From an optimization exercise on the open Yosys and OpenROAD flow, aimed at small area and a short achievable clock period; shortcuts taken in it are not production practice. Function was checked by simulation only, so behaviour that the tests miss may differ from the original. Power is estimated from default activity; no workload was simulated.

==> flow/design.v (excerpt) <==
module fadd_sub(
  input  logic        clk_i,
  input  logic [31:0] operand_a,
  input  logic [31:0] operand_b,
  output logic [31:0] result_o
);
clock: 12.0 ns
lec_check: 0
abc_area: 1
cap_margin: 20
core_margin: 2
core_utilization: 40
slew_margin: 20
standard.sh (not shown) runs the stock make flow with config.mk's settings and CLKGATE_MAP_FILE= SYNTH_SCRIPT=/design/flow/synth_recipe.tcl, a recipe that flattens the netlist after the stock synthesis.
==> flow/flow/run.sh <==
#!/bin/bash
# Own layout flow: the standard ORFS flow (standard.sh), with these changes:
#  - ports are buffered with sky130_fd_sc_hd__buf_1 (which repair may upsize)
#    instead of the clkdlybuf4s50_1 that buffer_ports picks by default;
#  - repair_timing aims for a setup slack margin of MARGIN ns (flow/margin);
#  - if flow/abc.script exists, synthesis is the standard synthesis script
#    with that ABC script for the combinational mapping (flow/my_synth.tcl);
#    flip-flops are mapped before ABC runs, so registers are unchanged;
#  - any extra ORFS variables listed in flow/env (KEY=VALUE lines).
# Every tool's output goes to the ORFS logs under orfs/logs, and make's own
# output to standard.log in this folder.
set -euo pipefail
MARGIN=$(cat flow/margin 2>/dev/null || echo 5)
export BUFFER_PORTS_ARGS="-buffer_cell sky130_fd_sc_hd__buf_1"
if [[ -f flow/env ]]; then set -a; source flow/env; set +a; fi
EXTRA=()
if [[ -f flow/abc.script ]]; then
  export MY_ABC_SCRIPT="$PWD/flow/abc.script"
  EXTRA+=("SYNTH_SCRIPT=$PWD/flow/my_synth.tcl")
fi
bash standard.sh "${EXTRA[@]}" SETUP_SLACK_MARGIN=$MARGIN finish > standard.log 2>&1
==> flow/flow/abc.script <==
strash
dch
map -B 0.9 -D 3500
topo
stime -c
buffer -c
upsize -c -D 3500
dnsize -c -D 3500
==> flow/flow/env <==
CTS_ARGS="-sink_clustering_enable -repair_clock_nets -dont_use_dummy_load -buf_list sky130_fd_sc_hd__clkbuf_8"
ADDER_MAP_FILE=
==> flow/flow/margin <==
6.3
==> flow/flow/my_synth.tcl <==
# The standard synthesis script (synth_recipe.tcl), except that Yosys's abc
# step runs the ABC script named by MY_ABC_SCRIPT instead of ORFS's.
proc synth {args} { yosys synth -nofsm -noshare {*}$args }
proc abc {args} {
  set i [lsearch -exact $args -script]
  if {$i >= 0 && [info exists ::env(MY_ABC_SCRIPT)] && $::env(MY_ABC_SCRIPT) ne ""} {
    lset args [expr {$i + 1}] $::env(MY_ABC_SCRIPT)
  }
  yosys abc {*}$args
}
source $::env(SCRIPTS_DIR)/synth.tcl
# left out here: clear keep_hierarchy, flatten, clean up, hide names made inside functions, write 1_2_yosys.v
Edit:
--- a/flow/flow/run.sh
+++ b/flow/flow/run.sh
@@ -5,7 +5,10 @@
 #  - repair_timing aims for a setup slack margin of MARGIN ns (flow/margin);
 #  - if flow/abc.script exists, synthesis is the standard synthesis script
-#    with that ABC script for the combinational mapping (flow/my_synth.tcl);
-#    flip-flops are mapped before ABC runs, so registers are unchanged;
-#  - any extra ORFS variables listed in flow/env (KEY=VALUE lines).
+#    with its ABC step replaced (flow/my_synth.tcl): the logic from the
+#    registers to result_o is mapped with flow/abc_out.script (if present),
+#    the rest with flow/abc.script. Flip-flops are mapped before ABC runs, so
+#    the registers are exactly the standard synthesis's;
+#  - any extra ORFS variables listed in flow/env (KEY=VALUE lines), and
+#    make variable assignments in flow/make_args (one line).
 # Every tool's output goes to the ORFS logs under orfs/logs, and make's own
 # output to standard.log in this folder.
@@ -17,5 +20,7 @@
 if [[ -f flow/abc.script ]]; then
   export MY_ABC_SCRIPT="$PWD/flow/abc.script"
+  if [[ -f flow/abc_out.script ]]; then export MY_ABC_OUT_SCRIPT="$PWD/flow/abc_out.script"; fi
   EXTRA+=("SYNTH_SCRIPT=$PWD/flow/my_synth.tcl")
 fi
+if [[ -f flow/make_args ]]; then read -r -a MARGS < flow/make_args; EXTRA+=("${MARGS[@]}"); fi
 bash standard.sh "${EXTRA[@]}" SETUP_SLACK_MARGIN=$MARGIN finish > standard.log 2>&1
==> flow/flow/abc.script (replaced) <==
strash
dch
map -B 0.9 -D 4000
strash
dch
map -B 0.9 -D 4000
topo
stime -c
buffer -c
upsize -c -D 4000
dnsize -c -D 4000
==> flow/flow/env (replaced) <==
CTS_ARGS="-sink_clustering_enable -repair_clock_nets -dont_use_dummy_load -buf_list sky130_fd_sc_hd__clkbuf_4"
ADDER_MAP_FILE=
==> flow/flow/my_synth.tcl (replaced) <==
# The standard synthesis script (synth_recipe.tcl), except that Yosys's abc
# step maps the logic that drives the outputs (from the registers to result_o)
# with the ABC script MY_ABC_OUT_SCRIPT, and the rest with MY_ABC_SCRIPT.
proc synth {args} { yosys synth -nofsm -noshare {*}$args }
proc abc {args} {
  set i [lsearch -exact $args -script]
  if {[info exists ::env(MY_ABC_OUT_SCRIPT)] && $::env(MY_ABC_OUT_SCRIPT) ne ""} {
    set out_args $args
    lset out_args [expr {$i + 1}] $::env(MY_ABC_OUT_SCRIPT)
    yosys select -set outcone o:result_o %ci*:-sky130_fd_sc_hd__dfxtp_1
    yosys abc {*}$out_args @outcone
    yosys select -clear
  }
  if {[info exists ::env(MY_ABC_SCRIPT)] && $::env(MY_ABC_SCRIPT) ne ""} {
    lset args [expr {$i + 1}] $::env(MY_ABC_SCRIPT)
  }
  yosys abc {*}$args
}
source $::env(SCRIPTS_DIR)/synth.tcl
# left out here: clear keep_hierarchy, flatten, clean up, hide names made inside functions, write 1_2_yosys.v
Outcome: The new run finished clean. Flip-flop and latch count stays the same. Worst setup slack gets better by 0.0081 ns. Sequential share of layout area climbs by 0.88 points. Die area drops by 6.2%. Via count drops by 7.7%. Maximum frequency barely changes. Final area drops by 4.5%.
Edit:
==> flow/flow/run.sh (replaced) <==
#!/bin/bash
# Own layout flow: the standard ORFS flow (standard.sh), with these changes:
#  - ports are buffered with sky130_fd_sc_hd__buf_1 (which repair may upsize)
#    instead of the clkdlybuf4s50_1 that buffer_ports picks by default;
#  - repair_timing aims for a setup slack margin of MARGIN ns (flow/margin);
#  - if flow/abc.script exists, synthesis is the standard synthesis script
#    with that ABC script for the combinational mapping (flow/my_synth.tcl);
#    flip-flops are mapped before ABC runs, so registers are unchanged;
#  - any extra ORFS variables listed in flow/env (KEY=VALUE lines).
# Every tool's output goes to the ORFS logs under orfs/logs, and make's own
# output to standard.log in this folder.
set -euo pipefail
MARGIN=$(cat flow/margin 2>/dev/null || echo 5)
export BUFFER_PORTS_ARGS="-buffer_cell sky130_fd_sc_hd__buf_1"
if [[ -f flow/env ]]; then set -a; source flow/env; set +a; fi
EXTRA=()
if [[ -f flow/abc.script ]]; then
  export MY_ABC_SCRIPT="$PWD/flow/abc.script"
  EXTRA+=("SYNTH_SCRIPT=$PWD/flow/my_synth.tcl")
fi
bash standard.sh "${EXTRA[@]}" SETUP_SLACK_MARGIN=$MARGIN finish > standard.log 2>&1
==> flow/flow/abc.script (replaced) <==
strash
dch
map -B 0.9 -D 4000
topo
stime -c
buffer -c
upsize -c -D 4000
dnsize -c -D 4000
==> flow/flow/env (replaced) <==
CTS_ARGS="-sink_clustering_enable -repair_clock_nets -dont_use_dummy_load -buf_list sky130_fd_sc_hd__clkbuf_8"
ADDER_MAP_FILE=
==> flow/flow/margin (replaced) <==
6.1
==> flow/flow/my_synth.tcl (replaced) <==
# The standard synthesis script (synth_recipe.tcl), except that Yosys's abc
# step runs the ABC script named by MY_ABC_SCRIPT instead of ORFS's.
proc synth {args} { yosys synth -nofsm -noshare {*}$args }
proc abc {args} {
  set i [lsearch -exact $args -script]
  if {$i >= 0 && [info exists ::env(MY_ABC_SCRIPT)] && $::env(MY_ABC_SCRIPT) ne ""} {
    lset args [expr {$i + 1}] $::env(MY_ABC_SCRIPT)
  }
  yosys abc {*}$args
}
source $::env(SCRIPTS_DIR)/synth.tcl
# left out here: clear keep_hierarchy, flatten, clean up, hide names made inside functions, write 1_2_yosys.v
Synthesized cell count rose by 0.78%.
Critical path depth does not change.
Cell area is about the same.
Wire length is higher by 1.4%.
Total power increases by 1.9%.
Combinational power went down by 3.5%.
Edit:
==> flow/flow/env (replaced) <==
CTS_ARGS="-sink_clustering_enable -repair_clock_nets -dont_use_dummy_load -buf_list sky130_fd_sc_hd__clkbuf_8"
==> flow/flow/margin (replaced) <==
6.3
Effect: Sequential share of layout area shrinks by 1.2 points; design area went up by 7.7%; synthesized cell count came out lower by 8.7%; worst setup slack gains 0.035 ns; clock-buffer cell count is unchanged; maximum frequency is higher by 0.63%; power is higher by 16%; sequential power went down by about 2%.
Edit:
==> flow/flow/env (replaced) <==
CTS_ARGS="-sink_clustering_enable -repair_clock_nets -dont_use_dummy_load -buf_list sky130_fd_sc_hd__clkbuf_8"
ADDER_MAP_FILE=
==> flow/flow/margin (replaced) <==
6.4
The new run produced a clean layout.
Cell area shrinks by a few percent.
Sequential power grows slightly.
Clock power shrinks by a few percent.
Worst setup slack improves by 0.25 ns.
Total power shrinks by roughly a tenth.
Routed wire length shrinks by a little under a tenth.
Via count grows slightly.
Worst hold slack improves by 0.022 ns.
Edit:
==> flow/flow/margin (replaced) <==
6.3
What happened: Combinational power goes down by about 2%. Total power goes down by 1.6%. Area after synthesis stays the same. Worst setup slack loses 0.069 ns. Flip-flop and latch count stays the same. Maximum frequency goes down by 1.3%. Cell area goes down by 1.1%. Utilization goes down by 0.52 points. Non-clock buffer count goes down by 6.

## separate check: timing with driven ports
Ports are ideal in the flow. The routed layouts listed here were re-timed in OpenROAD. Step 1 assumes that a clkbuf_16 drives the clock port and a buf_2 every other input. Step 2 moves the port delays by t, midway between the first and last clock arrival at a register: inputs arrive t later, outputs are due t later. That takes back most of the time a late clock gives input paths. Three values: no drivers, after step 1, after step 2; two values: the first two.
run | t, ns | slack for setup (ns) | worst setup path after step 2 | worst slew at a driven data input, ns
the first run | 0.360 | 6.549 / 6.564 / 6.204 | input to register | 0.05
the second run | 0.387 | 6.557 / 6.532 / 6.177 | input to register | 0.06
the third run | 0.349 | 6.346 / 6.319 / 6.117 | input to register | 0.05
the fourth run | 0.364 | 6.381 / 6.348 / 6.228 | input to register | 0.06
the fifth run | 0.350 | 6.629 / 6.602 / 6.325 | input to register | 0.04
the sixth run | 0.347 | 6.560 / 6.533 / 6.272 | input to register | 0.04
After both steps setup and hold are still met in every run listed. The setup slack of the second run, which loses most, moves by -0.025 ns with the drivers and by -0.380 ns with both steps.
